Context: an optimization exercise on an open-source flow, tuned for small area and a short achievable clock period. The choices shown serve that exercise and are no tape-out recipe. In this exercise RTL edits were held to simulation tests only and were not proved equivalent to the original. No driver is modelled on the clock port, so clocking that relies on it looks cheaper here than on a real chip. Power is estimated from default activity; no workload was simulated.

==> flow/design.v <==
`timescale 1ns/10ps
module IOTDF( clk, rst, in_en, iot_in, fn_sel, busy, valid, iot_out);
input        clk;
input        rst;
input        in_en;
input  [7:0] iot_in;
input  [2:0] fn_sel;
output     busy;
output reg valid;
output reg [127:0] iot_out;
parameter GRAY2BIN = 3'b001;
parameter FIR      = 3'b010;
assign busy = 1'b0;
reg [9:0] counter;
reg       e2;
reg       f0, f1;
reg [7:0] r1, r2;
reg       par;
reg [11:0] part;
reg [127:0] fir_q;
wire       wrap = (counter[9:6] == 4'b1111);          
wire [3:0] lo   = counter[3:0];                       
wire       e1   = (lo == 4'd0) && (counter[9:4] != 6'd0);
always @(posedge clk or posedge rst) begin
    if (rst) begin
        counter <= 10'd0;
        f0      <= 1'b1;
        f1      <= 1'b0;
        e2      <= 1'b0;
        valid   <= 1'b0;
    end else if (in_en) begin
        counter <= wrap ? 10'd0 : counter + 10'd1;
        f0      <= wrap || (lo == 4'd15);
        f1      <= !wrap && (lo == 4'd0);
        e2      <= e1;
        valid   <= ((fn_sel == GRAY2BIN) && e1) || ((fn_sel == FIR) && e2);
    end
end
function [7:0] g2b;
    input [7:0] g;
    input       p;
    integer i;
    begin
        g2b[7] = p ^ g[7];
        for (i = 6; i >= 0; i = i - 1)
            g2b[i] = g2b[i+1] ^ g[i];
    end
endfunction
wire [7:0]  pc       = f1 ? 8'd0 : r2;
wire [11:0] part_nxt = f0 ? 12'd8 :
                       ({1'b0, r1, 3'b000} + {4'b0, r1} + {3'b0, pc, 1'b0} + 12'd8);
wire [11:0] fsum     = {2'b0, r1, 2'b00} + {4'b0, r1} + part;
wire [7:0]  fir_nxt  = fsum[11:4];
always @(posedge clk) begin
    if (in_en) begin
        r1    <= iot_in;
        r2    <= r1;
        par   <= (f1 ? 1'b0 : par) ^ (^r1);
        part  <= part_nxt;
        fir_q <= {fir_q[119:0], fir_nxt};
    end
end
wire [7:0] conv_r1 = g2b(r1, par);
wire [7:0] conv_r2 = g2b(r2, 1'b0);
genvar k;
generate
    for (k = 0; k < 16; k = k + 1) begin : lane
        wire       w  = (k == 0)  ? (lo == 4'd2) :
                        (k == 15) ? e1 :
                                    (lo == k + 1);
        wire [7:0] cv = (k == 0) ? conv_r2 : conv_r1;
        always @(posedge clk) begin
            if (in_en && (e2 || w))
                iot_out[127-8*k -: 8] <= e2 ? fir_q[127-8*k -: 8] : cv;
        end
    end
endgenerate
endmodule
==> flow/flow/run.sh <==
#!/bin/bash
set -euo pipefail
MARGIN=$(cat flow/margin.txt)
bash standard.sh SETUP_SLACK_MARGIN=$MARGIN \
  "BUFFER_PORTS_ARGS=-buffer_cell sky130_fd_sc_hd__buf_2" \
  POST_CTS_TCL=$PWD/flow/post_cts.tcl finish > standard.log 2>&1
==> flow/flow/margin.txt <==
7.0
==> flow/flow/post_cts.tcl <==
set block [ord::get_db_block]
set root [$block findInst clkbuf_0_clk]
if {$root ne "NULL"} {
  set in_net  [[$root findITerm A] getNet]
  set out_net [[$root findITerm X] getNet]
  set loads {}
  foreach it [$out_net getITerms] {
    if {[$it getInst] ne $root} { lappend loads $it }
  }
  set nload [expr {[llength $loads] + [llength [$in_net getITerms]] - 1}]
  if {$nload <= 4} {
    foreach it $loads {
      $it disconnect
      $it connect $in_net
    }
    odb::dbInst_destroy $root
    odb::dbNet_destroy $out_net
    puts "post_cts: removed clkbuf_0_clk, clock port now drives $nload cell pins"
  } else {
    puts "post_cts: kept clkbuf_0_clk, port would drive $nload cell pins"
  }
}
==> flow/standard.sh <==
#!/bin/bash
# synth_recipe.tcl (not shown) runs the flow's synth.tcl, then flattens the netlist and writes it again
# the make line also repeats each setting of config.mk as NAME=value (left out here)
make -C /OpenROAD-flow-scripts/flow DESIGN_CONFIG=/design/flow/config.mk WORK_HOME=/design/flow/orfs CLKGATE_MAP_FILE= SYNTH_SCRIPT=/design/flow/synth_recipe.tcl "${@:-finish}"
==> flow/config.mk <==
export PLATFORM = sky130hd
export DESIGN_NAME = IOTDF
export DESIGN_NICKNAME = IOTDF
export VERILOG_FILES = /design/flow/design.v
export SDC_FILE = /design/flow/constraint.sdc
export NUM_CORES = 4
export LEC_CHECK = 0
export CAP_MARGIN = 20
export CORE_MARGIN = 2
export CORE_UTILIZATION = 40
export CTS_BUF_LIST = sky130_fd_sc_hd__clkbuf_8 sky130_fd_sc_hd__clkbuf_16
export CTS_CLUSTER_DIAMETER = 100
export CTS_CLUSTER_SIZE = 30
export PLACE_DENSITY = 0.6
export SLEW_MARGIN = 20
==> flow/constraint.sdc <==
create_clock -name core_clock -period 10.0 [get_ports {clk}]
set_input_delay 2.0000 -clock core_clock [delete_from_list [all_inputs] [get_ports {clk}]]
set_output_delay 2.0000 -clock core_clock [all_outputs]
set_load 0.01 [all_outputs]
==> results of run 1 <==
-- synthesized netlist by cell type (2+ instances only) --
master | number | area, sq um
a21o_1 | 63 | 473
a21o_2 | 15 | 131
a21oi_1 | 54 | 270
and2_1 | 2 | 12.5
buf_1 | 4 | 15.0
buf_2 | 3 | 15.0
buf_6 | 3 | 33.8
clkbuf_1 | 21 | 78.8
dfrtp_1 | 13 | 325
edfxtp_1 | 285 | 8560
fa_1 | 12 | 240
ha_1 | 35 | 438
inv_1 | 57 | 214
mux2_2 | 7 | 78.8
nand2_1 | 45 | 169
nand3_1 | 5 | 25.0
nand3b_1 | 2 | 15.0
nor2_1 | 29 | 109
nor2_2 | 3 | 18.8
nor2b_1 | 27 | 169
o21ai_0 | 8 | 40.0
o21bai_1 | 3 | 22.5
o22ai_1 | 3 | 18.8
xnor2_1 | 24 | 210
xnor2_2 | 3 | 48.8
xnor3_1 | 2 | 45.0
xor2_1 | 9 | 78.8
xor2_4 | 2 | 55.1
-- flip-flops by register name, indices dropped and copies added (netlist names) --
name,flops
r1,8
e2,1
r2,8
iot_out,128
counter,10
f1,1
f0,1
fir_q,128
par,1
valid,1
part,12
-- where the power goes --
part	internal (uW)	leakage, uW	switching (uW)	total, uW
Sequential	1700	0.00287	96.0	1800
Clock	266	0.000221	371	637
Combinational	460	0.00254	650	1110
-- kinds of logic (layout without fill, tap and decap cells) --
group,count (synthesis),count (layout)
DFF,299,299
xor gates and xnor gates,41,41
muxes,7,7
buffers and inverters,89,242
AOI/OAI and AO/OA,157,157
adders and majority gates,47,47
other,1,1
and+or+nand+nor,120,120
-- metal layers --
metal,vias to the layer above,global-route usage
met4,0,0.0273
met3,20,0.0158
met1,3204,0.236
met5,-,0
met2,155,0.251
li1,3025,-
-- worst paths after layout --
kind,startpoint,end,depth (start not counted)
setup reg to reg,f1,part[10],10
hold reg to reg,fir_q[49],fir_q[57],0
setup / recovery,iot_out[39],iot_out[39],1
max in group asynchronous,rst,e2,2
hold / removal,fir_q[49],fir_q[57],0
min in group asynchronous,rst,valid,2
-- area by class of cell --
cell class | count | area, sq um
tap | 390 | 488
clock buffer | 14 | 350
multi-input combinational | 373 | 2950
fill | 2559 | 15800
sequential | 299 | 8910
inverter | 57 | 214
clock inverter | 8 | 58.8
timing repair buffer | 163 | 970
-- per-stage QoR --
stage	setup slack, ns	power, uW
after floorplan	7.01	2550
after global placement	5.70	2910
after detailed placement	5.64	2920
after global routing	6.91	3750
final	6.97	3540
==> results.txt, run 1 <==
initial core utilization=0.408; EDFF count, synth=about 290; #FFs+latches synth=299; mux contribution to synthesized area=0.00651; r2r setup slk=~7.1 ns; Worst EP arrival=1.03 ns; number of inserted diodes=0; clock latency (worst-skew pair)=approximately 0.37 ns; first-pass GRT wire length=37.4 mm; Power Density=about 250 mW/mm^2; Initial DRC Count=714; period utilization=0.303; crit path capture type=primary output; Setup TNS Final=0 ns; Post-synth ARST share=0.0468; fin crit period=3.03 ns; die area=0.0317 sq mm; Hold Crit Class=register to register; CTS tree=built; Inst Count DP=1268; DR vias/cell=4.91; main combinational cell family by area after synthesis=compound AO/OA/AOI/OAI gates; Syn Area/Cell=roughly 16 sq um; crit start category=register; pin count of the biggest net entering global routing=89; final core occ=0.469; Cell Area, Synth=0.0121 sq mm; wire length on met2=between 10 and 15 mm; LEAKAGE=0.00563 uW; RSZ-0062 raised after global routing=true; DR pass1 iterations=5; synthesis warning total=1; vias=around 6400; Slew Limit Fails=0; sequential area share after synthesis=0.736; Top Layer Used=met4; worst hold margin=0.453 ns; Cells after Synth=761; clk slew on worst S/H paths=0.11 ns; design area=roughly 0.014 sq mm; max_cap viols=0; Max rail drop VDD=0.000122 V; number of port buffers=142; initial antenna violation count=1; area share of fa/ha/maj cells after synthesis=0.0560; Max Clock Freq=around 0.33 GHz; clk sinks=299; Rows=63; clock skew=between 0.015 and 0.02 ns; buffers and inverters on the worst path=1; DR WL/cell=between 15 and 20 um; CORE AREA=about 0.03 sq mm; status=complete, no violations; Final GP Congestion=0.780; final hold vios=0; final WL=25.2 mm; most common cell after layout, fill and taps aside=edfxtp_1; Post-DP Area=around 0.013 sq mm; P&R area growth vs syn=15.2%; CP max FO=1; most frequent cells in the layout=285 x edfxtp_1, 141 x buf_2, 63 x a21o_1; metal3 WL=1.19 mm; Final setup viols=0; Die Span X=178 um; GRT Overall Usage=0.157; simple-gate share of the synthesized area=0.0468; worst relative slew slack=0.295; DIE HEIGHT=178 um; compound-gate portion of the synthesized area=0.0862; CP max stage delay=roughly 0.48 ns; post-route ant nets=0; wl on met1=11.8 mm; most used flip-flop cell after synthesis=edfxtp_1; Setup CP Type=register to primary output; Net Count, Synth=822; Distinct cells, synth=50; CP top delay family=flip-flops; Critical Path RT=around 8 ns; Slowest cell on crit path=edfxtp_1; Final HPWL DP=16.9 mm; DRC violations left=0; number of global-route vias before repair=approximately 6300; Worst-Margin Slew=1.06 ns; Cell Count, Final, Fillers Out=1304; Ports=144; Net count, final=just under 1000; post-synthesis xor/xnor area fraction=0.0384; share of layout cells above drive strength 1=0.264; crit path cell chain=buf_2; total congestion overflow=0
==> inputs of run 2 (changes only) <==
--- a/flow/config.mk
+++ b/flow/config.mk
@@ -7,9 +7,9 @@
 export LEC_CHECK = 0
 export CAP_MARGIN = 20
 export CORE_MARGIN = 2
-export CORE_UTILIZATION = 40
+export CORE_UTILIZATION = 65
 export CTS_BUF_LIST = sky130_fd_sc_hd__clkbuf_8 sky130_fd_sc_hd__clkbuf_16
 export CTS_CLUSTER_DIAMETER = 100
 export CTS_CLUSTER_SIZE = 30
-export PLACE_DENSITY = 0.6
+export PLACE_DENSITY = 0.75
 export SLEW_MARGIN = 20
==> results.txt, run 2 <==
status=complete, no violations; GRT Overall Usage=0.248 (+0.0913); Distinct cells, synth=50 (unchanged); CP max FO=1 (unchanged); P&R area growth vs syn=12.6%; DR pass1 iterations=5 (unchanged); LEAKAGE=0.00558 uW (-0.95%); clock skew=0.0164 ns (+0.000815 ns); Yosys top cell by area=edfxtp_1; vias=6509 (+1.6%); wire length on met2=12.2 mm (+3.6%); most common cell after layout, fill and taps aside=edfxtp_1; DRC violations left=0 (unchanged); Worst-Margin Slew=1.13 ns (+0.0711 ns); crit path capture type=primary output; Syn Area/Cell=15.9 sq um (unchanged); number of global-route vias before repair=6475 (+3.4%); Net count, final=966 (-0.21%); DR vias/cell=5.71 (+16%); most numerous cell in the Yosys netlist=edfxtp_1; share of layout cells above drive strength 1=0.260 (-0.00352); Hold Crit Class=register to register; design area=0.0136 sq mm (-2.2%); most frequent cells in the layout=285 x edfxtp_1, 141 x buf_2, 64 x inv_1; Critical Path RT=8.00 ns (about the same); pin count of the biggest net entering global routing=112 (+26%); initial core utilization=0.667 (+0.260); Final GP Congestion=0.845 (+8.4%); Fillers=1097 (-57%); top flop regs=fir_q: 128 flops, iot_out: 128 flops, part: 12 flops; Top Layer Used=met4; Power Density=256 mW/mm^2 (+0.84%); most used flip-flop cell after synthesis=edfxtp_1; Setup CP Type=register to primary output; Cells after Synth=761 (unchanged); final hold vios=0 (unchanged); clk sinks=299 (unchanged); top cells by instance count after synthesis=285 x edfxtp_1, 63 x a21o_1, 57 x inv_1, 54 x a21oi_1, 45 x nand2_1; Max Clock Freq=0.336 GHz (+1.8%); number of inserted diodes=0 (unchanged); Post-Place Setup Slack=5.78 ns (+0.142 ns); RSZ-0062 raised after global routing=true; die area=0.0197 sq mm (-38%); number of port buffers=142 (unchanged); Net Count, Synth=822 (unchanged); final core occ=0.751 (+0.282); total congestion overflow=0 (unchanged); CP top delay family=flip-flops; metal3 WL=1.40 mm (+17%); CTS tree=built; wl on met1=10.5 mm (-11%); Worst EP arrival=0.98 ns (-0.05 ns); synthesis warning total=1 (unchanged); DIE HEIGHT=140 um (-21%); clk slew on worst S/H paths=0.11 ns (about the same); sequential area share after synthesis=0.736 (unchanged); synth top area cells=edfxtp_1 71%, a21o_1 3.9%, ha_1 3.6%, dfrtp_1 2.7%, a21oi_1 2.2%; final WL=24.5 mm (-2.6%); Max rail drop VDD=0.000166 V (+36%); Setup TNS Final=0 ns (unchanged); Post-synth ARST share=0.0468 (unchanged); period utilization=0.298 (-0.00540); CP max stage delay=0.46 ns (-0.02 ns); first-pass GRT wire length=37.3 mm (-0.31%); DR WL/cell=21.5 um (+11%); clock latency (worst-skew pair)=0.36 ns (about the same); fin crit period=2.98 ns (-0.0541 ns); CORE AREA=0.0181 sq mm (-39%); Rows=49 (-22%); Final HPWL DP=16.0 mm (-5.5%); Pwr Total=3490 uW (-1.4%); Cell Area, Synth=0.0121 sq mm (unchanged); crit start category=register; Final setup viols=0 (unchanged); Ports=144 (unchanged); Synth top area share=0.707 (unchanged); initial antenna violation count=0 (-1); Initial DRC Count=717 (+0.42%); Slowest cell on crit path=edfxtp_1; buffers and inverters on the worst path=1 (unchanged); post-route ant nets=0 (unchanged); final worst setup slack=7.02 ns (+0.0541 ns); max_cap viols=0 (unchanged); crit path cell chain=buf_2; Slew Limit Fails=0 (unchanged); EDFF count, synth=285 (unchanged); Die Span X=140 um (-21%); #FFs+latches synth=299 (unchanged); worst relative slew slack=0.248 (-0.0466); Post-DP Area=0.0131 sq mm (-1.6%)
[run 2: cell families (layout without fill, tap and decap cells)]
family          Yosys count  count (layout)  share of synthesized area
buf+inv                  89             239                     0.0301
xor+xnor                 41              41                     0.0384
compound gates          157             157                     0.0862
mux                       7               7                    0.00651
fa+ha+maj                47              47                     0.0560
flops                   299             299                      0.736
simple gates            120             120                     0.0468
other cells               1               1                   0.000310
[run 2: path summary, 6_finish.rpt]
kind / startpoint / depth (start not counted) / slack (ns) / end
max in group asynchronous: rst / 2 / 7.84 / e2
min: fir_q[29] / 0 / 0.46 / fir_q[37]
min reg2reg: fir_q[29] / 0 / 0.46 / fir_q[37]
min in group asynchronous: rst / 2 / 1.70 / f1
max: iot_out[35] / 1 / 7.02 / iot_out[35]
max reg2reg: r1[0] / 12 / 7.03 / part[11]
[run 2: report_power, final]
part / leakage [uW] / total (uW) / switching [uW] / internal, uW
logic: 0.00252 / 1130 / 670 / 464
registers: 0.00287 / 1800 / 95.3 / 1700
clock network: 0.000190 / 564 / 341 / 223
[run 2: metrics by stage]
step	hold slack [ns]	cells
6_report	0.457	1140
5_1_grt	0.465	1140
3_5_place_dp	0.432	1105
3_3_place_gp	0.428	1105
2_1_floorplan	0.426	761
[run 2: cell type report]
class                   instances  area [sq um]  area share
multi-input cells             373          2950       0.217
flip-flops and latches        299          8910       0.654
clock inverters                 8          30.0     0.00220
inverters                      57           214      0.0157
clock buffers                  12           300      0.0220
repair buffers                162           937      0.0687
well taps                     229           287      0.0210
[run 2: layer usage]
layer,global-route usage,vias up
met5,0,-
met4,0.0437,0
li1,-,3015
met2,0.420,221
met3,0.0352,26
met1,0.357,3247
==> inputs of run 3 (changes only) <==
--- a/flow/design.v
+++ b/flow/design.v
@@ -17,7 +17,7 @@
 reg [7:0] r1, r2;
 reg       par;
 reg [11:0] part;
-reg [127:0] fir_q;
+reg [127:0] fir_n;
 wire       wrap = (counter[9:6] == 4'b1111);          
 wire [3:0] lo   = counter[3:0];                       
 wire       e1   = (lo == 4'd0) && (counter[9:4] != 6'd0);
@@ -57,7 +57,7 @@
         r2    <= r1;
         par   <= (f1 ? 1'b0 : par) ^ (^r1);
         part  <= part_nxt;
-        fir_q <= {fir_q[119:0], fir_nxt};
+        fir_n <= {fir_n[119:0], ~fir_nxt};
     end
 end
 wire [7:0] conv_r1 = g2b(r1, par);
@@ -71,7 +71,7 @@
         wire [7:0] cv = (k == 0) ? conv_r2 : conv_r1;
         always @(posedge clk) begin
             if (in_en && (e2 || w))
-                iot_out[127-8*k -: 8] <= e2 ? fir_q[127-8*k -: 8] : cv;
+                iot_out[127-8*k -: 8] <= e2 ? ~fir_n[127-8*k -: 8] : cv;
         end
     end
 endgenerate
==> results.txt, run 3 <==
status=complete, no violations; wire length on met2=11.7 mm (-4.3%); DR WL/cell=21.4 um (-0.34%); vias=6464 (-0.69%); sequential area share after synthesis=0.761 (+0.0248); crit start category=register; Power Density=250 mW/mm^2 (-2.5%); Net count, final=930 (-3.7%); Die Span X=138 um (-1.6%); CP max stage delay=0.51 ns (+0.05 ns); CP max FO=2 (+1); number of port buffers=142 (unchanged); Yosys top cell by area=edfxtp_1; final WL=23.7 mm (-3.3%); most common cell after layout, fill and taps aside=edfxtp_1; most used flip-flop cell after synthesis=edfxtp_1; Slew Limit Fails=0 (unchanged); clk slew on worst S/H paths=0.12 ns (about the same); Distinct cells, synth=47 (-6.0%); max_cap viols=0 (unchanged); Net Count, Synth=781 (-5.0%); Pwr Total=3340 uW (-4.4%); Max Clock Freq=0.336 GHz (about the same); #FFs+latches synth=299 (unchanged); number of global-route vias before repair=6366 (-1.7%); Slowest cell on crit path=fa_1; synthesis warning total=1 (unchanged); Setup TNS Final=0 ns (unchanged); Final HPWL DP=15.7 mm (-2.0%); period utilization=0.298 (about the same); Ports=144 (unchanged); Final setup viols=0 (unchanged); DR pass1 iterations=5 (unchanged); Final GP Congestion=0.880 (+4.1%); DR vias/cell=5.84 (+2.4%); r2r setup slk=7.02 ns (about the same); Top Layer Used=met4; EDFF count, synth=285 (unchanged); Worst EP arrival=3.09 ns (+2.11 ns); crit path capture type=register; top flop regs=fir_n: 128 flops, iot_out: 128 flops, part: 12 flops; final hold vios=0 (unchanged); RSZ-0062 raised after global routing=true; Syn Area/Cell=16.3 sq um (+2.2%); crit path cell chain=nor2b_1, ha_2, fa_1, ha_2, fa_2, a21o_1, a21oi_2, o21bai_1, a21oi_2, xnor2_1, nor2_1; Post-synth ARST share=0.0468 (unchanged); most frequent cells in the layout=285 x edfxtp_1, 141 x buf_2, 103 x o21ai_0; pin count of the biggest net entering global routing=97 (-13%); die area=0.0191 sq mm (-3.2%); post-route ant nets=0 (unchanged); GRT Overall Usage=0.244 (-0.00372); Initial DRC Count=623 (-13%); share of layout cells above drive strength 1=0.263 (+0.00240); total congestion overflow=0 (unchanged); P&R area growth vs syn=14.1%; Setup CP Type=register to register; FF-to-FF Start=r2[1]; CTS tree=built; min-delay src=fir_n[22]; Cell Area, Synth=0.0117 sq mm (-3.3%); synth top area cells=edfxtp_1 73%, o21ai_0 4.4%, ha_1 3.7%, dfrtp_1 2.8%, fa_1 2.1%; Hold Crit Class=register to register; Synth top area share=0.731 (+0.0239); top cells by instance count after synthesis=285 x edfxtp_1, 104 x o21ai_0, 39 x a21oi_1, 35 x ha_1, 30 x nor2_1; first-pass GRT wire length=36.2 mm (-3.0%); metal3 WL=1.78 mm (+27%); DRC violations left=0 (unchanged); Critical Path RT=10.11 ns (+2.11 ns); Worst-Margin Slew=0.832 ns (-0.295 ns); clock skew=0.0205 ns (+0.00404 ns); Cells after Synth=720 (-5.4%); initial core utilization=0.657 (-0.0107); clk sinks=299 (unchanged); CORE AREA=0.0178 sq mm (-1.7%); wl on met1=9.56 mm (-8.7%); worst relative slew slack=0.445 (+0.197); Rows=49 (unchanged); clock latency (worst-skew pair)=0.37 ns (about the same); most numerous cell in the Yosys netlist=edfxtp_1; Max rail drop VDD=0.000169 V (+1.8%); DIE HEIGHT=138 um (-1.6%); Worst setup startpoint=r2[1]; fin crit period=2.98 ns (+0.00140 ns); initial antenna violation count=0 (unchanged); LEAKAGE=0.00501 uW (-10%)
==> run 3: cell types whose count changed after synthesis, sizes merged, moves of 2 or more <==
cell	previous run	this run
o21a	1	4
inv	57	25
a21oi	54	39
or2	1	4
nor2	32	30
mux2i	0	5
xor2	11	13
mux2	7	2
nand3	5	7
nor3	0	3
nand2	45	19
a21o	78	3
xnor2	28	23
o21ai	9	111
==> run 3: worst paths after layout <==
check	end	depth (start not counted)
setup / recovery	part[9]	11
hold / removal	fir_n[30]	0
setup reg to reg	part[9]	11
hold reg to reg	fir_n[30]	0
max in group asynchronous	f1	2
min in group asynchronous	counter[9]	2
==> run 3: where the power goes <==
| part | internal (uW) | switching (uW) | total [uW] |
|---|---|---|---|
| logic | 342 | 640 | 982 |
| clock network | 225 | 339 | 564 |
| registers | 1700 | 92.2 | 1790 |
| total | 2270 | 1070 | 3340 |
==> run 3: kinds of logic after synthesis <==
group           after synthesis  synth area share
simple gates                 99            0.0428
mux                           7           0.00619
buf+inv                      57            0.0202
compound gates              172            0.0785
xor+xnor                     38            0.0335
fa+ha+maj                    47            0.0579
flops                       299             0.761
other cells                   1          0.000320
==> run 3: final cells by class <==
cell class                      instances  area (sq um)
Multi-Input combinational cell        364          2720
Clock inverter                          9          38.8
Tap cell                              229           287
Antenna cell                            1          2.50
Inverter                               25          93.8
Fill cell                            1088          4480
Timing Repair Buffer                  167          1010
Sequential cell                       299          8910
Clock buffer                           12           300
==> run 3: per-layer routing <==
| layer | track usage | up-vias |
|---|---|---|
| met5 | 0 | - |
| met4 | 0.0730 | 0 |
| met3 | 0.0412 | 37 |
| met2 | 0.397 | 278 |
| met1 | 0.349 | 3189 |
| li1 | - | 2960 |
==> run 3: stage by stage <==
step | area [sq um] | util | cells | setup WS (ns) | hold slack (ns)
floorplan | 11800 | - | 720 | 7.00 | 0.421
global placement | 12700 | 0.710 | 1064 | 5.87 | 0.423
detailed placement | 12700 | 0.710 | 1064 | 5.80 | 0.427
global route | 13400 | 0.749 | 1105 | 6.92 | 0.463
finish | 13400 | 0.749 | 1106 | 7.02 | 0.450
==> run 3: critical path, delay by kind of cell (launching register included) <==
family / cells / cell delay [ns]
AO/OA/AOI/OAI: 4 / 0.64
XOR/XNOR: 1 / 0.14
adder cells (fa/ha/maj): 4 / 1.30
flip-flops: 1 / 0.43
AND/OR/NAND/NOR: 2 / 0.22
==> inputs of run 4 (changes only) <==
==> flow/flow/run.sh (replaced) <==
#!/bin/bash
set -euo pipefail
MARGIN=$(cat flow/margin.txt)
bash standard.sh SETUP_SLACK_MARGIN=$MARGIN \
  "BUFFER_PORTS_ARGS=-buffer_cell sky130_fd_sc_hd__buf_1" \
  POST_CTS_TCL=$PWD/flow/post_cts.tcl finish > standard.log 2>&1
==> flow/flow/margin.txt (replaced) <==
6.9
==> results.txt, run 4 <==
DIE HEIGHT=138 um (unchanged); most used flip-flop cell after synthesis=edfxtp_1; hold endpoint=fir_n[56]; Cell Area, Synth=0.0117 sq mm (unchanged); worst hold margin=0.449 ns (-0.00103 ns); first-pass GRT wire length=36.2 mm (-0.12%); Net Count, Synth=781 (unchanged); Yosys top cell by area=edfxtp_1; Power Density=252 mW/mm^2 (+0.79%); CTS tree=built; DR pass1 iterations=5 (unchanged); Syn Area/Cell=16.3 sq um (unchanged); Initial DRC Count=638 (+2.4%); Slowest cell on crit path=edfxtp_1; crit start category=register; LEAKAGE=0.00458 uW (-8.5%); Worst setup startpoint=r1[1]; CORE AREA=0.0178 sq mm (unchanged); number of port buffers=142 (unchanged); R2R cell count=9 (-2); Ports=144 (unchanged); hold path cells=0 (unchanged); buffers and inverters on the worst path=0 (unchanged); Net count, final=928 (-0.22%); status=complete, no violations; final hold vios=0 (unchanged); clk slew on worst S/H paths=0.12 ns (about the same); RSZ-0062 raised after global routing=false; Final GP Congestion=0.840 (-4.5%); number of global-route vias before repair=6564 (+3.1%); Final HPWL DP=15.3 mm (-2.3%); Worst-Margin Slew=0.856 ns (+0.0233 ns); Setup CP Type=register to register; sequential share of power=0.547 (+0.010); Rows=49 (unchanged); R2R Path End=part[10]; Worst EP arrival=3.11 ns (+0.02 ns); EDFF count, synth=285 (unchanged); pin count of the biggest net entering global routing=69 (-29%); clock power share=0.171 (+0.002); Hold Crit Class=register to register; crit path cell chain=fa_1, ha_1, ha_1, a21o_1, a21oi_2, o21bai_2, a21oi_2, a21oi_1, mux2_2; DR vias/cell=5.94 (+1.6%); number of inserted diodes=0 (-1); initial antenna violation count=0 (unchanged); min-delay src=fir_n[48]; P_sw=1040 uW (-2.7%); DR WL/cell=20.9 um (-2.3%); initial core utilization=0.657 (unchanged); share of layout cells above drive strength 1=0.0825 (-0.180); DRC violations left=0 (unchanged); Cells after Synth=720 (unchanged); GRT Overall Usage=0.241 (-0.00340); top cells by instance count after synthesis=285 x edfxtp_1, 104 x o21ai_0, 39 x a21oi_1, 35 x ha_1, 30 x nor2_1; most numerous cell in the Yosys netlist=edfxtp_1; Logic pwr share=0.283 (-0.011); final core occ=0.732 (-0.0173); worst relative slew slack=0.429 (-0.0163); Max Clock Freq=0.334 GHz (-0.62%); Slew Limit Fails=0 (unchanged); Post-synth ARST share=0.0468 (unchanged); most frequent cells in the layout=285 x edfxtp_1, 141 x buf_1, 104 x o21ai_0; P&R area growth vs syn=11.4%; period utilization=0.300 (+0.00187); clk sinks=299 (unchanged); fin crit period=3.00 ns (+0.0187 ns); Final setup viols=0 (unchanged); Setup TNS Final=0 ns (unchanged); top flop regs=fir_n: 128 flops, iot_out: 128 flops, part: 12 flops; post-route ant nets=0 (unchanged); clock skew=0.0196 ns (-0.000883 ns); crit path capture type=register; most common cell after layout, fill and taps aside=edfxtp_1; die area=0.0191 sq mm (unchanged); clock latency (worst-skew pair)=0.36 ns (about the same); CP top delay family=adder cells; max_cap viols=0 (unchanged); final WL=23.1 mm (-2.7%); Die Span X=138 um (unchanged); CP max stage delay=0.53 ns (+0.02 ns); CP max FO=6 (+4); FF-to-FF Start=r1[1]; vias=6546 (+1.3%); synth top area cells=edfxtp_1 73%, o21ai_0 4.4%, ha_1 3.7%, dfrtp_1 2.8%, fa_1 2.1%; #FFs+latches synth=299 (unchanged); r2r setup slk=7.00 ns (-0.02 ns); Fillers=1161 (+6.7%); Critical Path RT=10.11 ns (about the same); total congestion overflow=0 (unchanged); Int Pwr=2250 uW (-1.0%); sequential area share after synthesis=0.761 (unchanged); Max rail drop VDD=0.000182 V (+7.4%); Synth top area share=0.731 (unchanged); Distinct cells, synth=47 (unchanged); synthesis warning total=1 (unchanged); Switching Share=0.317 (-0.00365)
[run 4: logic make-up after synthesis]
group / share of synthesized area
other cells: 0.000320
buf+inv: 0.0202
fa+ha+maj: 0.0579
mux: 0.00619
compound gates: 0.0785
simple gates: 0.0428
flops: 0.761
xor+xnor: 0.0335
[run 4: metrics by stage]
stage               instance area, sq um  setup slack (ns)  instances  total power [uW]
finish                             13100              7.00       1102              3290
global route                       13100              6.89       1102              3460
detailed placement                 12400              5.24       1064              2720
global placement                   12400              5.36       1063              2670
floorplan                          11700              6.90        720              2400
[run 4: area by class of cell]
type / instances / area (sq um) / share of cell area
Sequential cell: 299 / 8910 / 0.683
Multi-Input combinational cell: 364 / 2640 / 0.202
Timing Repair Buffer: 165 / 793 / 0.0608
Clock buffer: 12 / 300 / 0.0230
Tap cell: 229 / 287 / 0.0219
Inverter: 25 / 93.8 / 0.00719
Clock inverter: 8 / 30.0 / 0.00230
[run 4: power by group through the flow]
stage / clock network [uW] / logic (uW) / registers [uW]
after floorplan: 0 / 594 / 1800
after global placement: 0 / 845 / 1820
after detailed placement: 0 / 898 / 1820
after global routing: 601 / 1050 / 1810
final: 561 / 930 / 1800
[run 4: how the worst max path moves through the flow]
| stage | endpoint | slack (ns) | cells past startpoint |
|---|---|---|---|
| final | part[10] | 7.00 | 9 |
| after global routing | part[9] | 6.89 | 12 |
| after detailed placement | iot_out[9] | 5.24 | 4 |
| after global placement | iot_out[10] | 5.36 | 4 |
| after floorplan | iot_out[10] | 6.90 | 4 |
[run 4: layer usage]
metal / vias up / global-route usage / wire [um]
li1: 2959 / - / -
met3: 35 / 0.0436 / 1670
met4: 0 / 0.0510 / 449
met2: 307 / 0.395 / 11300
met1: 3245 / 0.349 / 9650
met5: - / 0 / 0
[run 4: worst register-to-register path: cells and delay by family (launching register included)]
| family | cells | cell delay [ns] |
|---|---|---|
| muxes | 1 | 0.28 |
| adders and majority gates | 3 | 1.18 |
| DFF | 1 | 0.53 |
| AOI/OAI and AO/OA | 5 | 0.75 |
==> inputs of run 5 (changes only) <==
==> flow/flow/margin.txt (replaced) <==
7.2
==> results.txt, run 5 <==
initial antenna violation count=0 (unchanged); Post-DP Area=0.0125 sq mm (+0.46%); Distinct cells, synth=47 (unchanged); R2R cell count=12 (+3); Max Clock Freq=0.338 GHz (+1.4%); clk slew on worst S/H paths=0.10 ns (-0.02 ns); period utilization=0.296 (-0.00416); Setup TNS Final=0 ns (unchanged); Slowest cell on crit path=edfxtp_1; Reg area=0.00891 sq mm (unchanged); P&R area growth vs syn=16.7%; DR pass1 iterations=5 (unchanged); top cells by instance count after synthesis=285 x edfxtp_1, 104 x o21ai_0, 39 x a21oi_1, 35 x ha_1, 30 x nor2_1; number of global-route vias before repair=6513 (-0.78%); Final setup viols=0 (unchanged); Slew Limit Fails=0 (unchanged); worst relative slew slack=0.498 (+0.0692); buffers and inverters on the worst path=1 (+1); final worst setup slack=7.04 ns (+0.0416 ns); Cells after Synth=720 (unchanged); Syn Area/Cell=16.3 sq um (unchanged); Setup CP Type=register to primary output; most numerous cell in the Yosys netlist=edfxtp_1; #FFs+latches synth=299 (unchanged); final hold vios=0 (unchanged); Power Density=251 mW/mm^2 (-0.22%); Net Count, Synth=781 (unchanged); CP max stage delay=0.45 ns (-0.08 ns); most frequent cells in the layout=285 x edfxtp_1, 107 x clkbuf_2, 102 x o21ai_0; top flop regs=fir_n: 128 flops, iot_out: 128 flops, part: 12 flops; vias=6620 (+1.1%); crit start category=register; DR vias/cell=5.92 (-0.32%); Final GP Congestion=0.826 (-1.7%); Worst-Margin Slew=0.753 ns (-0.103 ns); Fillers=1054 (-9.2%); crit path cell chain=buf_1; Initial DRC Count=650 (+1.9%); synthesis warning total=1 (unchanged); max_cap viols=0 (unchanged); Final HPWL DP=15.2 mm (-0.57%); LEAKAGE=0.00504 uW (+9.9%); first-pass GRT wire length=36.2 mm (+0.14%); DIE HEIGHT=138 um (unchanged); Post-synth ARST share=0.0468 (unchanged); final WL=24.2 mm (+5.1%); clock latency (worst-skew pair)=0.36 ns (about the same); DRC violations left=0 (unchanged); RSZ-0062 raised after global routing=true; GRT Overall Usage=0.244 (+0.00273); Yosys top cell by area=edfxtp_1; area occupied by multi-input gates=0.00294 sq mm (+12%); status=complete, no violations; initial core utilization=0.657 (unchanged); most used flip-flop cell after synthesis=edfxtp_1; post-route ant nets=0 (unchanged); Ports=144 (unchanged); DR WL/cell=21.7 um (+3.6%); Net count, final=943 (+1.6%); clock skew=0.0133 ns (-0.00626 ns); Cell Area, Synth=0.0117 sq mm (unchanged); Max rail drop VDD=0.000190 V (+4.8%); Critical Path RT=8.00 ns (-2.11 ns); Hold Crit Class=register to register; Synth top area share=0.731 (unchanged); number of port buffers=142 (unchanged); fin crit period=2.96 ns (-0.0416 ns); crit path capture type=primary output; Rows=49 (unchanged); Die Span X=138 um (unchanged); hold path cells=0 (unchanged); CP top delay family=flip-flops; most common cell after layout, fill and taps aside=edfxtp_1; CTS tree=built; synth top area cells=edfxtp_1 73%, o21ai_0 4.4%, ha_1 3.7%, dfrtp_1 2.8%, fa_1 2.1%; clk sinks=299 (unchanged); EDFF count, synth=285 (unchanged); number of inserted diodes=0 (unchanged); Worst path depth=1 (-8); Post-Place Setup Slack=5.67 ns (+0.432 ns); design area=0.0137 sq mm (+4.7%); sequential area share after synthesis=0.761 (unchanged); CORE AREA=0.0178 sq mm (unchanged); die area=0.0191 sq mm (unchanged); CP max FO=1 (-5); pin count of the biggest net entering global routing=85 (+23%); share of layout cells above drive strength 1=0.263 (+0.181); total congestion overflow=0 (unchanged); Worst EP arrival=0.96 ns (-2.15 ns)
[run 5: metrics by stage]
stage               power [uW]  hold slack (ns)   util  cells
floorplan                 2410            0.421      -    720
global placement          2680            0.422  0.701   1064
detailed placement        2720            0.427  0.701   1064
global route              3610            0.458  0.766   1118
finish                    3440            0.451  0.766   1118
[run 5: logic make-up (layout without fill, tap and decap cells)]
group,count (synthesis),count (layout),synth area share
XOR/XNOR,38,38,0.0335
other,1,1,0.000320
buffers and inverters,57,226,0.0202
AO/OA/AOI/OAI,172,172,0.0785
flip-flops,299,299,0.761
adder cells (fa/ha/maj),47,47,0.0579
AND/OR/NAND/NOR,99,99,0.0428
multiplexers,7,7,0.00619
[run 5: path summary, 6_finish.rpt]
path	startpoint	to	slack, ns
setup / recovery	iot_out[55]	iot_out[55]	7.04
setup reg to reg	r1[0]	fir_n[6]	7.15
hold reg to reg	fir_n[57]	fir_n[65]	0.45
min in group asynchronous	rst	e2	1.66
hold / removal	fir_n[57]	fir_n[65]	0.45
max in group asynchronous	rst	f1	7.93
[run 5: where the power goes]
| group | internal, uW | total (uW) | switching [uW] |
|---|---|---|---|
| Clock | 226 | 566 | 341 |
| Combinational | 411 | 1070 | 661 |
| Sequential | 1700 | 1800 | 96.2 |
| Total | 2340 | 3440 | 1100 |
[run 5: cell type report]
type	instances	area share
multi-input cells	364	0.215
repair buffers	180	0.0803
clock inverters	9	0.00284
clock buffers	12	0.0220
flip-flops and latches	299	0.652
well taps	229	0.0210
inverters	25	0.00686
[run 5: worst register-to-register path, stage by stage (launching register included)]
cell      delay, ns
edfxtp_1       0.41
inv_2          0.07
buf_4          0.14
buf_12         0.12
fa_1           0.49
inv_2          0.05
ha_4           0.26
a41oi_4        0.12
a211o_1        0.37
a31oi_4        0.24
o21a_1         0.18
nor2_2         0.04
xor2_1         0.13
[run 5: per-layer routing]
metal	part of all wire	track usage	wire, um	vias up
li1	-	-	-	2982
met1	0.41	0.350	9840	3292
met2	0.50	0.410	12100	310
met3	0.074	0.0326	1790	36
met4	0.022	0.0548	524	0
met5	0	0	0	-
==> inputs of run 6 (changes only) <==
==> flow/flow/margin.txt (replaced) <==
7.0
--- a/flow/config.mk
+++ b/flow/config.mk
@@ -11,5 +11,6 @@
 export CTS_BUF_LIST = sky130_fd_sc_hd__clkbuf_8 sky130_fd_sc_hd__clkbuf_16
 export CTS_CLUSTER_DIAMETER = 100
 export CTS_CLUSTER_SIZE = 30
+export GPL_TIMING_DRIVEN = 1
 export PLACE_DENSITY = 0.75
 export SLEW_MARGIN = 20
==> results.txt, run 6 <==
status=complete, no violations; Final setup viols=0 (unchanged); DR pass1 iterations=5 (unchanged); DR vias/cell=5.87 (-0.84%); Net count, final=930 (-1.4%); DIE HEIGHT=138 um (unchanged); buffers and inverters on the worst path=1 (unchanged); clock latency (worst-skew pair)=0.37 ns (about the same); Slew Limit Fails=0 (unchanged); Pwr Total=3380 uW (-1.7%); FF-to-FF Start=f1; Post-DP Area=0.0125 sq mm (-0.24%); most used flip-flop cell after synthesis=edfxtp_1; Post-synth ARST share=0.0468 (unchanged); Yosys top cell by area=edfxtp_1; number of port buffers=142 (unchanged); design area=0.0133 sq mm (-3.0%); synth top area cells=edfxtp_1 73%, o21ai_0 4.4%, ha_1 3.7%, dfrtp_1 2.8%, fa_1 2.1%; Ports=144 (unchanged); CORE AREA=0.0178 sq mm (unchanged); crit path capture type=primary output; R2R Path End=part[10]; sequential area share after synthesis=0.761 (unchanged); LEAKAGE=0.00465 uW (-7.6%); hold endpoint=fir_n[71]; RSZ-0062 raised after global routing=true; most numerous cell in the Yosys netlist=edfxtp_1; min-delay src=fir_n[63]; R2R cell count=10 (-2); clk slew on worst S/H paths=0.11 ns (about the same); die area=0.0191 sq mm (unchanged); crit start category=register; r2r setup slk=7.07 ns (-0.08 ns); period utilization=0.296 (about the same); metal3 WL=1.68 mm (-5.9%); most frequent cells in the layout=285 x edfxtp_1, 140 x buf_1, 104 x o21ai_0; share of layout cells above drive strength 1=0.111 (-0.153); clk sinks=299 (unchanged); GRT Overall Usage=0.238 (-0.00552); Distinct cells, synth=47 (unchanged); Syn Area/Cell=16.3 sq um (unchanged); top cells by instance count after synthesis=285 x edfxtp_1, 104 x o21ai_0, 39 x a21oi_1, 35 x ha_1, 30 x nor2_1; hold path cells=0 (unchanged); Cells after Synth=720 (unchanged); P&R area growth vs syn=13.2%; final hold vios=0 (unchanged); CP max stage delay=0.44 ns (about the same); CP max FO=1 (unchanged); #FFs+latches synth=299 (unchanged); Setup CP Type=register to primary output; wire length on met2=11.1 mm (-8.0%); initial antenna violation count=0 (unchanged); Worst-Margin Slew=0.859 ns (+0.106 ns); EDFF count, synth=285 (unchanged); Initial DRC Count=615 (-5.4%); number of inserted diodes=0 (unchanged); Max rail drop VDD=0.000262 V (+37%); max_cap viols=0 (unchanged); Worst setup startpoint=iot_out[55]; crit path cell chain=buf_1; Worst EP arrival=0.96 ns (about the same); synthesis warning total=1 (unchanged); Inst Count DP=1063 (-0.094%); Power Density=255 mW/mm^2 (+1.4%); Rows=49 (unchanged); Critical Path RT=8.00 ns (about the same); top flop regs=fir_n: 128 flops, iot_out: 128 flops, part: 12 flops; Cell Count, Final, Fillers Out=1106 (-1.1%); Top Layer Used=met4; Slowest cell on crit path=edfxtp_1; Cell Area, Synth=0.0117 sq mm (unchanged); Max Clock Freq=0.338 GHz (about the same); Setup TNS Final=0 ns (unchanged); final WL=23.1 mm (-4.9%); Fillers=1110 (+5.3%); clock skew=0.0238 ns (+0.0105 ns); CP top delay family=flip-flops; Die Span X=138 um (unchanged); worst relative slew slack=0.426 (-0.0718); pin count of the biggest net entering global routing=88 (+3.5%); post-route ant nets=0 (unchanged); wl on met1=9.67 mm (-1.6%); number of global-route vias before repair=6454 (-0.91%); vias=6494 (-1.9%); DR WL/cell=20.8 um (-3.9%); Hold Crit Class=register to register; initial core utilization=0.657 (unchanged); Final HPWL DP=15.2 mm (-0.35%); CTS tree=built; fin crit period=2.96 ns (+0.00225 ns); Synth top area share=0.731 (unchanged); DRC violations left=0 (unchanged); Net Count, Synth=781 (unchanged); most common cell after layout, fill and taps aside=edfxtp_1; Final GP Congestion=0.821 (-0.63%); total congestion overflow=0 (unchanged); first-pass GRT wire length=35.6 mm (-1.6%)
[run 6: cell count changes in the layout (fill, tap and decap cells not counted), sizes merged]
cell	previous run	this run
buf	70	164
clkinv	0	2
clkbuf	121	16
inv	34	32
bufbuf	1	0
[run 6: cells by family after synthesis]
kind of cell | after synthesis | share of synthesized area
AOI/OAI and AO/OA | 172 | 0.0785
other | 1 | 0.000320
xor gates and xnor gates | 38 | 0.0335
buffers and inverters | 57 | 0.0202
muxes | 7 | 0.00619
DFF | 299 | 0.761
and+or+nand+nor | 99 | 0.0428
adders and majority gates | 47 | 0.0579
[run 6: final cells by class]
type	count	area, sq um	area share
Clock buffer	14	350	0.0264
Clock inverter	9	67.6	0.00510
Inverter	25	95.1	0.00717
Multi-Input combinational cell	364	2750	0.207
Sequential cell	299	8910	0.672
Tap cell	229	287	0.0216
Timing Repair Buffer	166	797	0.0601
[run 6: worst max path at each step]
stage                        end  slack [ns]  cells past startpoint
floorplan               part[11]        7.00                     12
global route            part[11]        6.91                     12
finish               iot_out[55]        7.04                      1
global placement       fir_n[28]        5.43                      3
detailed placement  iot_out[112]        5.36                      3
[run 6: where the power goes]
part,switching (uW),total [uW],internal (uW)
combinational,626,956,330
clock,362,629,266
sequential,91.8,1790,1700
total,1080,3380,2300
[run 6: per-stage QoR]
| step | hold WS (ns) | setup WS (ns) | util |
|---|---|---|---|
| after floorplan | 0.421 | 7.00 | - |
| after global routing | 0.463 | 6.91 | 0.743 |
| after global placement | 0.423 | 5.43 | 0.699 |
| final | 0.447 | 7.04 | 0.743 |
| after detailed placement | 0.429 | 5.36 | 0.699 |
[run 6: per-layer routing]
| metal | GRT usage | vias up |
|---|---|---|
| met5 | 0 | - |
| met4 | 0.0714 | 0 |
| met3 | 0.0412 | 44 |
| met2 | 0.376 | 280 |
| met1 | 0.351 | 3213 |
| li1 | - | 2957 |
==> inputs of run 7 (changes only) <==
--- a/flow/config.mk
+++ b/flow/config.mk
@@ -11,6 +11,5 @@
 export CTS_BUF_LIST = sky130_fd_sc_hd__clkbuf_8 sky130_fd_sc_hd__clkbuf_16
 export CTS_CLUSTER_DIAMETER = 100
 export CTS_CLUSTER_SIZE = 30
-export GPL_TIMING_DRIVEN = 1
 export PLACE_DENSITY = 0.75
 export SLEW_MARGIN = 20
==> results.txt, run 7 <==
status=complete, no violations; first-pass GRT wire length=35.6 mm (unchanged); Cell Count, Final, Fillers Out=1106 (unchanged); Yosys top cell by area=edfxtp_1; Logic pwr share=0.283 (about the same); Switching Share=0.320 (unchanged); period utilization=0.296 (unchanged); design area=0.0133 sq mm (unchanged); most common cell after layout, fill and taps aside=edfxtp_1; Final HPWL DP=15.2 mm (unchanged); Initial DRC Count=615 (unchanged); P_sw=1080 uW (unchanged); top cells by instance count after synthesis=285 x edfxtp_1, 104 x o21ai_0, 39 x a21oi_1, 35 x ha_1, 30 x nor2_1; total congestion overflow=0 (unchanged); DR vias/cell=5.87 (unchanged); number of global-route vias before repair=6454 (unchanged); #FFs+latches synth=299 (unchanged); CP max FO=1 (unchanged); final hold vios=0 (unchanged); Critical Path RT=8.00 ns (about the same); crit path cell chain=buf_1; Post-synth ARST share=0.0468 (unchanged); Final setup viols=0 (unchanged); clock power share=0.186 (about the same); pin count of the biggest net entering global routing=88 (unchanged); share of layout cells above drive strength 1=0.111 (unchanged); LEAKAGE=0.00465 uW (unchanged); sequential area share after synthesis=0.761 (unchanged); clock skew=0.0238 ns (unchanged); Post-DP Area=0.0125 sq mm (unchanged); Max Clock Freq=0.338 GHz (unchanged); Final GP Congestion=0.821 (unchanged); Rows=49 (unchanged); RSZ-0062 raised after global routing=true; number of port buffers=142 (unchanged); Cells after Synth=720 (unchanged); CTS tree=built; Die Span X=138 um (unchanged); EDFF count, synth=285 (unchanged); DR WL/cell=20.8 um (unchanged); CORE AREA=0.0178 sq mm (unchanged); final WL=23.1 mm (unchanged); buffers and inverters on the worst path=1 (unchanged); Ports=144 (unchanged); r2r setup slk=7.07 ns (about the same); P&R area growth vs syn=13.2% (unchanged); CP top delay family=flip-flops; DIE HEIGHT=138 um (unchanged); vias=6494 (unchanged); post-route ant nets=0 (unchanged); most numerous cell in the Yosys netlist=edfxtp_1; DRC violations left=0 (unchanged); sequential share of power=0.531 (about the same); clock latency (worst-skew pair)=0.37 ns (about the same); Hold Crit Class=register to register; most used flip-flop cell after synthesis=edfxtp_1; fin crit period=2.96 ns (unchanged); number of inserted diodes=0 (unchanged); worst relative slew slack=0.426 (unchanged); Slowest cell on crit path=edfxtp_1; clk sinks=299 (unchanged); Slew Limit Fails=0 (unchanged); crit path capture type=primary output; clk slew on worst S/H paths=0.11 ns (about the same); max_cap viols=0 (unchanged); synth top area cells=edfxtp_1 73%, o21ai_0 4.4%, ha_1 3.7%, dfrtp_1 2.8%, fa_1 2.1%; Worst-Margin Slew=0.859 ns (unchanged); GRT Overall Usage=0.238 (unchanged); Max rail drop VDD=0.000262 V (unchanged); CP max stage delay=0.44 ns (about the same); Power Density=255 mW/mm^2 (unchanged); Setup CP Type=register to primary output; Inst Count DP=1063 (unchanged); synthesis warning total=1 (unchanged); Setup TNS Final=0 ns (unchanged); DR pass1 iterations=5 (unchanged); Distinct cells, synth=47 (unchanged); die area=0.0191 sq mm (unchanged); Net count, final=930 (unchanged); initial core utilization=0.657 (unchanged); Int Pwr=2300 uW (unchanged); Synth top area share=0.731 (unchanged); Syn Area/Cell=16.3 sq um (unchanged); crit start category=register; Worst EP arrival=0.96 ns (about the same); Net Count, Synth=781 (unchanged); most frequent cells in the layout=285 x edfxtp_1, 140 x buf_1, 104 x o21ai_0; top flop regs=fir_n: 128 flops, iot_out: 128 flops, part: 12 flops; Cell Area, Synth=0.0117 sq mm (unchanged); initial antenna violation count=0 (unchanged)
[run 7: cell counts in the layout (fill, tap and decap cells not counted)]
Identical to the previous run, type by type.
[run 7: layout make-up]
type                       count  area (sq um)
sequential                   299          8910
clock inverter                 9          67.6
inverter                      25          95.1
timing repair buffer         166           797
clock buffer                  14           350
tap                          229           287
multi-input combinational    364          2750
fill                        1110          4580
[run 7: power by group through the flow]
stage	clock network, uW	logic (uW)	registers (uW)
2_1_floorplan	0	599	1800
3_3_place_gp	0	857	1820
3_5_place_dp	0	892	1820
5_1_grt	679	1070	1810
6_report	629	956	1790
[run 7: worst paths after layout]
check | to | cells after the start | startpoint
worst max-delay path | iot_out[55] | 1 | iot_out[55]
worst min-delay path | fir_n[71] | 0 | fir_n[63]
worst max register to register | part[10] | 10 | f1
worst min register to register | fir_n[71] | 0 | fir_n[63]
max in group asynchronous | f1 | 2 | rst
min in group asynchronous | counter[7] | 2 | rst
[run 7: cells by family after synthesis]
group | after synthesis | share of synthesized area
DFF | 299 | 0.761
other | 1 | 0.000320
xor gates and xnor gates | 38 | 0.0335
adders and majority gates | 47 | 0.0579
and+or+nand+nor | 99 | 0.0428
AOI/OAI and AO/OA | 172 | 0.0785
muxes | 7 | 0.00619
buffers and inverters | 57 | 0.0202
[run 7: stage by stage]
step                      utilization  setup WS, ns  power (uW)  hold slack, ns
after floorplan                     -          7.00        2400           0.421
final                           0.743          7.04        3380           0.447
after global routing            0.743          6.91        3560           0.463
after global placement          0.699          5.43        2680           0.423
after detailed placement        0.699          5.36        2720           0.429
[run 7: metal layers]
layer  vias up  global-route usage  part of all wire
li1       2957                   -                 -
met1      3213               0.351              0.42
met2       280               0.376              0.48
met3        44              0.0412             0.073
met4         0              0.0714             0.025
met5         -                   0                 0
==> inputs of run 8 (changes only) <==
--- a/flow/config.mk
+++ b/flow/config.mk
@@ -9,7 +9,7 @@
 export CORE_MARGIN = 2
 export CORE_UTILIZATION = 65
 export CTS_BUF_LIST = sky130_fd_sc_hd__clkbuf_8 sky130_fd_sc_hd__clkbuf_16
-export CTS_CLUSTER_DIAMETER = 100
-export CTS_CLUSTER_SIZE = 30
+export CTS_CLUSTER_DIAMETER = 70
+export CTS_CLUSTER_SIZE = 24
 export PLACE_DENSITY = 0.75
 export SLEW_MARGIN = 20
==> results.txt, run 8 <==
Worst path depth=10 (+9); final WL=23.0 mm (-0.38%); clock power share=0.202 (+0.016); Cell Area, Synth=0.0117 sq mm (unchanged); Post-synth ARST share=0.0468 (unchanged); Crit path top cell by count=a21oi_2; most used flip-flop cell after synthesis=edfxtp_1; crit path cell chain=nor2b_1, fa_1, ha_4, ha_1, a21o_1, a21oi_2, o21bai_1, a21oi_2, a21oi_2, mux2_2; Slew Limit Fails=0 (unchanged); Net count, final=932 (+0.22%); fin crit period=2.97 ns (+0.0116 ns); Worst-Margin Slew=0.921 ns (+0.0626 ns); synth top area cells=edfxtp_1 73%, o21ai_0 4.4%, ha_1 3.7%, dfrtp_1 2.8%, fa_1 2.1%; initial antenna violation count=0 (unchanged); sequential share of power=0.521 (-0.010); top flop regs=fir_n: 128 flops, iot_out: 128 flops, part: 12 flops; buffers and inverters on the worst path=0 (-1); DR vias/cell=5.91 (+0.57%); Cells after Synth=720 (unchanged); vias=6549 (+0.85%); most numerous cell in the Yosys netlist=edfxtp_1; P&R area growth vs syn=14.0%; pin count of the biggest net entering global routing=88 (unchanged); sequential area share after synthesis=0.761 (unchanged); synthesis warning total=1 (unchanged); CORE AREA=0.0178 sq mm (unchanged); top cells by instance count after synthesis=285 x edfxtp_1, 104 x o21ai_0, 39 x a21oi_1, 35 x ha_1, 30 x nor2_1; Final HPWL DP=15.2 mm (unchanged); worst relative slew slack=0.385 (-0.0413); RSZ-0062 raised after global routing=true; Ports=144 (unchanged); Hold Crit Class=register to register; most frequent cells in the layout=285 x edfxtp_1, 140 x buf_1, 103 x o21ai_0; Net Count, Synth=781 (unchanged); clk sinks=299 (unchanged); total congestion overflow=0 (unchanged); R2R cell count=10 (unchanged); Initial DRC Count=639 (+3.9%); number of global-route vias before repair=6496 (+0.65%); DR WL/cell=20.7 um (-0.65%); Max rail drop VDD=0.000207 V (-21%); initial core utilization=0.657 (unchanged); Rows=49 (unchanged); Power Density=258 mW/mm^2 (+1.1%); most common cell after layout, fill and taps aside=edfxtp_1; crit start category=register; crit path capture type=register; final hold vios=0 (unchanged); post-route ant nets=0 (unchanged); CTS tree=built; Switching Share=0.314 (-0.00582); Setup TNS Final=0 ns (unchanged); max_cap viols=0 (unchanged); #FFs+latches synth=299 (unchanged); Critical Path RT=10.10 ns (+2.10 ns); clk slew on worst S/H paths=0.09 ns (-0.02 ns); CP max FO=4 (+3); Setup CP Type=register to register; Slowest cell on crit path=fa_1; LEAKAGE=0.00469 uW (+0.73%); Yosys top cell by area=edfxtp_1; CP max stage delay=0.48 ns (+0.04 ns); period utilization=0.297 (+0.00116); DRC violations left=0 (unchanged); Synth top area share=0.731 (unchanged); Final GP Congestion=0.821 (unchanged); Int Pwr=2360 uW (+2.7%); worst hold margin=0.446 ns (-0.00141 ns); first-pass GRT wire length=35.8 mm (+0.37%); clock latency (worst-skew pair)=0.36 ns (about the same); Logic pwr share=0.277 (-0.006); Worst EP arrival=3.07 ns (+2.11 ns); P_sw=1080 uW (about the same); Syn Area/Cell=16.3 sq um (unchanged); Final setup viols=0 (unchanged); hold path cells=0 (unchanged); Distinct cells, synth=47 (unchanged); EDFF count, synth=285 (unchanged); Die Span X=138 um (unchanged); number of inserted diodes=0 (unchanged); number of port buffers=142 (unchanged); die area=0.0191 sq mm (unchanged); CP top delay family=adder cells; DIE HEIGHT=138 um (unchanged); share of layout cells above drive strength 1=0.115 (+0.00417); clock skew=0.0137 ns (-0.0101 ns); DR pass1 iterations=5 (unchanged); GRT Overall Usage=0.239 (+0.000541); Max Clock Freq=0.337 GHz (-0.39%); status=complete, no violations
[run 8: worst paths after layout]
check | end | slack, ns | from
worst min register to register | fir_n[71] | 0.45 | fir_n[63]
min in group asynchronous | e2 | 1.66 | rst
worst min-delay path | fir_n[71] | 0.45 | fir_n[63]
worst max-delay path | part[10] | 7.03 | f1
max in group asynchronous | f1 | 7.93 | rst
worst max register to register | part[10] | 7.03 | f1
[run 8: metal layers]
layer | vias up | global-route usage | part of all wire
li1 | 2966 | - | -
met1 | 3225 | 0.356 | 0.41
met2 | 317 | 0.381 | 0.49
met3 | 41 | 0.0374 | 0.079
met4 | 0 | 0.0596 | 0.021
met5 | - | 0 | 0
[run 8: cell type report]
class	instances	area, sq um
flip-flops and latches	299	8910
fillers	1103	4490
multi-input cells	364	2770
repair buffers	165	790
clock buffers	16	400
well taps	229	287
clock inverters	11	100
inverters	25	93.8
[run 8: cells by family after synthesis]
group           after synthesis  share of synthesized area
buf+inv                      57                     0.0202
fa+ha+maj                    47                     0.0579
xor+xnor                     38                     0.0335
mux                           7                    0.00619
simple gates                 99                     0.0428
other cells                   1                   0.000320
flops                       299                      0.761
compound gates              172                     0.0785
[run 8: power by group through the flow]
stage | logic [uW] | clock network [uW] | registers, uW
6_report | 952 | 695 | 1790
2_1_floorplan | 599 | 0 | 1800
3_5_place_dp | 892 | 0 | 1820
3_3_place_gp | 857 | 0 | 1820
5_1_grt | 1070 | 749 | 1810
[run 8: stage by stage]
step	util	worst slack [ns]	instance area, sq um	cells	total power [uW]
floorplan	-	7.00	11800	720	2400
global placement	0.699	5.43	12500	1063	2680
detailed placement	0.699	5.36	12500	1063	2720
global route	0.749	6.93	13400	1109	3630
finish	0.749	7.03	13400	1109	3440
==> inputs of run 9 (changes only) <==
--- a/flow/config.mk
+++ b/flow/config.mk
@@ -7,9 +7,9 @@
 export LEC_CHECK = 0
 export CAP_MARGIN = 20
 export CORE_MARGIN = 2
-export CORE_UTILIZATION = 65
+export CORE_UTILIZATION = 75
 export CTS_BUF_LIST = sky130_fd_sc_hd__clkbuf_8 sky130_fd_sc_hd__clkbuf_16
-export CTS_CLUSTER_DIAMETER = 70
-export CTS_CLUSTER_SIZE = 24
-export PLACE_DENSITY = 0.75
+export CTS_CLUSTER_DIAMETER = 100
+export CTS_CLUSTER_SIZE = 30
+export PLACE_DENSITY = 0.85
 export SLEW_MARGIN = 20
==> results.txt, run 9 <==
DR pass1 iterations=5 (unchanged); clk sinks=299 (unchanged); Synth top area share=0.731 (unchanged); GRT Overall Usage=0.291 (+0.0528); top flop regs=fir_n: 128 flops, iot_out: 128 flops, part: 12 flops; Final GP Congestion=0.866 (+5.5%); DIE HEIGHT=129 um (-6.7%); buffers and inverters on the worst path=2 (+2); Rows=45 (-8.2%); Slew Limit Fails=0 (unchanged); FF-to-FF Start=f1; CTS tree=built; Max rail drop VDD=0.000185 V (-11%); LEAKAGE=0.00460 uW (-1.9%); clock skew=0.0196 ns (+0.00592 ns); CORE AREA=0.0153 sq mm (-14%); Inst Count DP=1045 (-1.7%); most numerous cell in the Yosys netlist=edfxtp_1; final hold vios=0 (unchanged); synthesis warning total=1 (unchanged); Net count, final=926 (-0.64%); number of global-route vias before repair=6599 (+1.6%); Yosys top cell by area=edfxtp_1; period utilization=0.305 (+0.00835); Setup CP Type=primary input to register; Post-synth ARST share=0.0468 (unchanged); share of layout cells above drive strength 1=0.108 (-0.00673); Critical Path RT=10.25 ns (+0.15 ns); Die Span X=129 um (-6.7%); Final HPWL DP=15.3 mm (+0.63%); initial antenna violation count=0 (unchanged); Worst EP arrival=3.30 ns (+0.23 ns); most common cell after layout, fill and taps aside=edfxtp_1; synth top area cells=edfxtp_1 73%, o21ai_0 4.4%, ha_1 3.7%, dfrtp_1 2.8%, fa_1 2.1%; Pwr Total=3350 uW (-2.7%); Syn Area/Cell=16.3 sq um (unchanged); initial core utilization=0.768 (+0.111); top cells by instance count after synthesis=285 x edfxtp_1, 104 x o21ai_0, 39 x a21oi_1, 35 x ha_1, 30 x nor2_1; Logic pwr share=0.296 (+0.019); Power Density=255 mW/mm^2 (-1.0%); r2r setup slk=7.01 ns (-0.02 ns); final WL=24.1 mm (+4.9%); DRC violations left=0 (unchanged); Worst-Margin Slew=0.865 ns (-0.0561 ns); Post-Place Setup Slack=5.46 ns (+0.0992 ns); post-route ant nets=0 (unchanged); DR WL/cell=22.3 um (+7.7%); P_sw=1090 uW (+1.1%); #FFs+latches synth=299 (unchanged); most used flip-flop cell after synthesis=edfxtp_1; vias=6748 (+3.0%); hold endpoint=fir_n[65]; clock latency (worst-skew pair)=0.36 ns (about the same); fin crit period=3.05 ns (+0.0835 ns); crit start category=primary input; RSZ-0062 raised after global routing=true; Worst setup startpoint=in_en; Int Pwr=2260 uW (-4.4%); first-pass GRT wire length=36.2 mm (+1.2%); CP max FO=46 (+42); pin count of the biggest net entering global routing=78 (-11%); Hold Crit Class=register to register; CP top delay family=simple AND/OR/NAND/NOR gates; Cells after Synth=720 (unchanged); Final setup viols=0 (unchanged); clk slew on worst S/H paths=0.11 ns (+0.02 ns); crit path capture type=register; P&R area growth vs syn=12.1%; number of port buffers=142 (unchanged); worst hold margin=0.456 ns (+0.0106 ns); CP max stage delay=0.26 ns (-0.22 ns); DR vias/cell=6.24 (+5.7%); max_cap viols=0 (unchanged); Ports=144 (unchanged); Cell Area, Synth=0.0117 sq mm (unchanged); worst relative slew slack=0.422 (+0.0369); hold path cells=0 (unchanged); Slowest cell on crit path=buf_16; Setup TNS Final=0 ns (unchanged); Distinct cells, synth=47 (unchanged); Initial DRC Count=816 (+28%); min-delay src=fir_n[57]; Switching Share=0.326 (+0.0123); most frequent cells in the layout=285 x edfxtp_1, 137 x buf_1, 103 x o21ai_0; Net Count, Synth=781 (unchanged); Max Clock Freq=0.328 GHz (-2.7%); EDFF count, synth=285 (unchanged); R2R cell count=11 (+1); Cell Count, Final, Fillers Out=1081 (-2.5%); number of inserted diodes=0 (unchanged); final worst setup slack=6.95 ns (-0.0835 ns); R2R Path End=part[11]; sequential area share after synthesis=0.761 (unchanged); clock power share=0.168 (-0.034); crit path cell chain=clkbuf_16, buf_16, nand3_2, nor2_2, nand3_1, xor2_1, nor2_1; die area=0.0166 sq mm (-13%); total congestion overflow=0 (unchanged); sequential share of power=0.536 (+0.015); status=complete, no violations
run 9: cell counts after synthesis:
Identical to the previous run, type by type.
run 9: metal layers:
metal	vias to the layer above	track usage	part of all wire
li1	2951	-	-
met1	3327	0.423	0.39
met2	413	0.476	0.49
met3	57	0.0395	0.085
met4	0	0.0927	0.030
met5	-	0	0
run 9: kinds of logic after synthesis:
family | count (synthesis) | synth area share
compound gates | 172 | 0.0785
xor+xnor | 38 | 0.0335
fa+ha+maj | 47 | 0.0579
buf+inv | 57 | 0.0202
flops | 299 | 0.761
mux | 7 | 0.00619
other cells | 1 | 0.000320
simple gates | 99 | 0.0428
run 9: how the worst max path moves through the flow:
stage          cells after the start  slack (ns)    endpoint
3_3_place_gp                       7        5.64  counter[8]
5_1_grt                            7        6.88  counter[8]
2_1_floorplan                     12        7.00    part[11]
6_report                           7        6.95  counter[8]
3_5_place_dp                       7        5.46  counter[8]
run 9: through the flow:
| step | cell area [sq um] | util |
|---|---|---|
| final | 13100 | 0.860 |
| after global routing | 13100 | 0.860 |
| after detailed placement | 12400 | 0.816 |
| after global placement | 12400 | 0.816 |
| after floorplan | 11800 | - |
run 9: area by class of cell:
cell class / instances / area, sq um
sequential: 299 / 8910
fill: 673 / 2130
timing repair buffer: 163 / 787
tap: 211 / 264
clock buffer: 12 / 300
multi-input combinational: 364 / 2740
inverter: 25 / 93.8
clock inverter: 7 / 31.3
run 9: power groups by stage:
stage          clock network (uW)  logic (uW)  registers (uW)
3_5_place_dp                    0         914            1820
5_1_grt                       598        1090            1810
2_1_floorplan                   0         599            1800
3_3_place_gp                    0         855            1810
6_report                      562         991            1790

port drivers added, routing unchanged:
How much do the figures lean on ideal ports? The routed layouts below were timed once more, with nothing changed but the port constraints. Step 1 assumes that a clkbuf_16 drives the clock port and a buf_2 every other input. Step 2 moves the port delays by t, midway between the first and last clock arrival at a register: inputs arrive t later, outputs are due t later. That takes back most of the time a late clock gives input paths. a / b / c = ideal / step 1 / step 2; a / b = the first two.
| run | shift t [ns] | setup slack, ns | worst setup path at the end | worst data-port slew with drivers (ns) | cell pins on the clock port's net |
|---|---|---|---|---|---|
| run 1 | 0.418 | 6.969 / 6.909 / 6.554 | input to register | 0.17 | 2 |
| run 2 | 0.409 | 7.023 / 6.964 / 6.603 | input to register | 0.17 | 2 |
| run 3 | 0.416 | 7.022 / 6.981 / 6.663 | input to register | 0.08 | 2 |
| run 4 | 0.404 | 7.003 / 6.958 / 6.554 | input to register | 0.11 | 2 |
| run 5 | 0.406 | 7.045 / 6.993 / 6.764 | input to register | 0.15 | 2 |
| run 6 | 0.417 | 7.043 / 6.985 / 6.695 | input to register | 0.13 | 2 |
| run 7 | 0.417 | 7.043 / 6.985 / 6.695 | input to register | 0.13 | 2 |
| run 8 | 0.407 | 7.031 / 6.990 / 6.708 | input to register | 0.12 | 2 |
| run 9 | 0.405 | 6.947 / 6.942 / 6.537 | input to register | 0.06 | 2 |
After both steps every run listed still meets setup and hold. For run 4, which loses most, drivers alone change the setup slack by -0.045 ns; drivers and shift together by -0.449 ns.
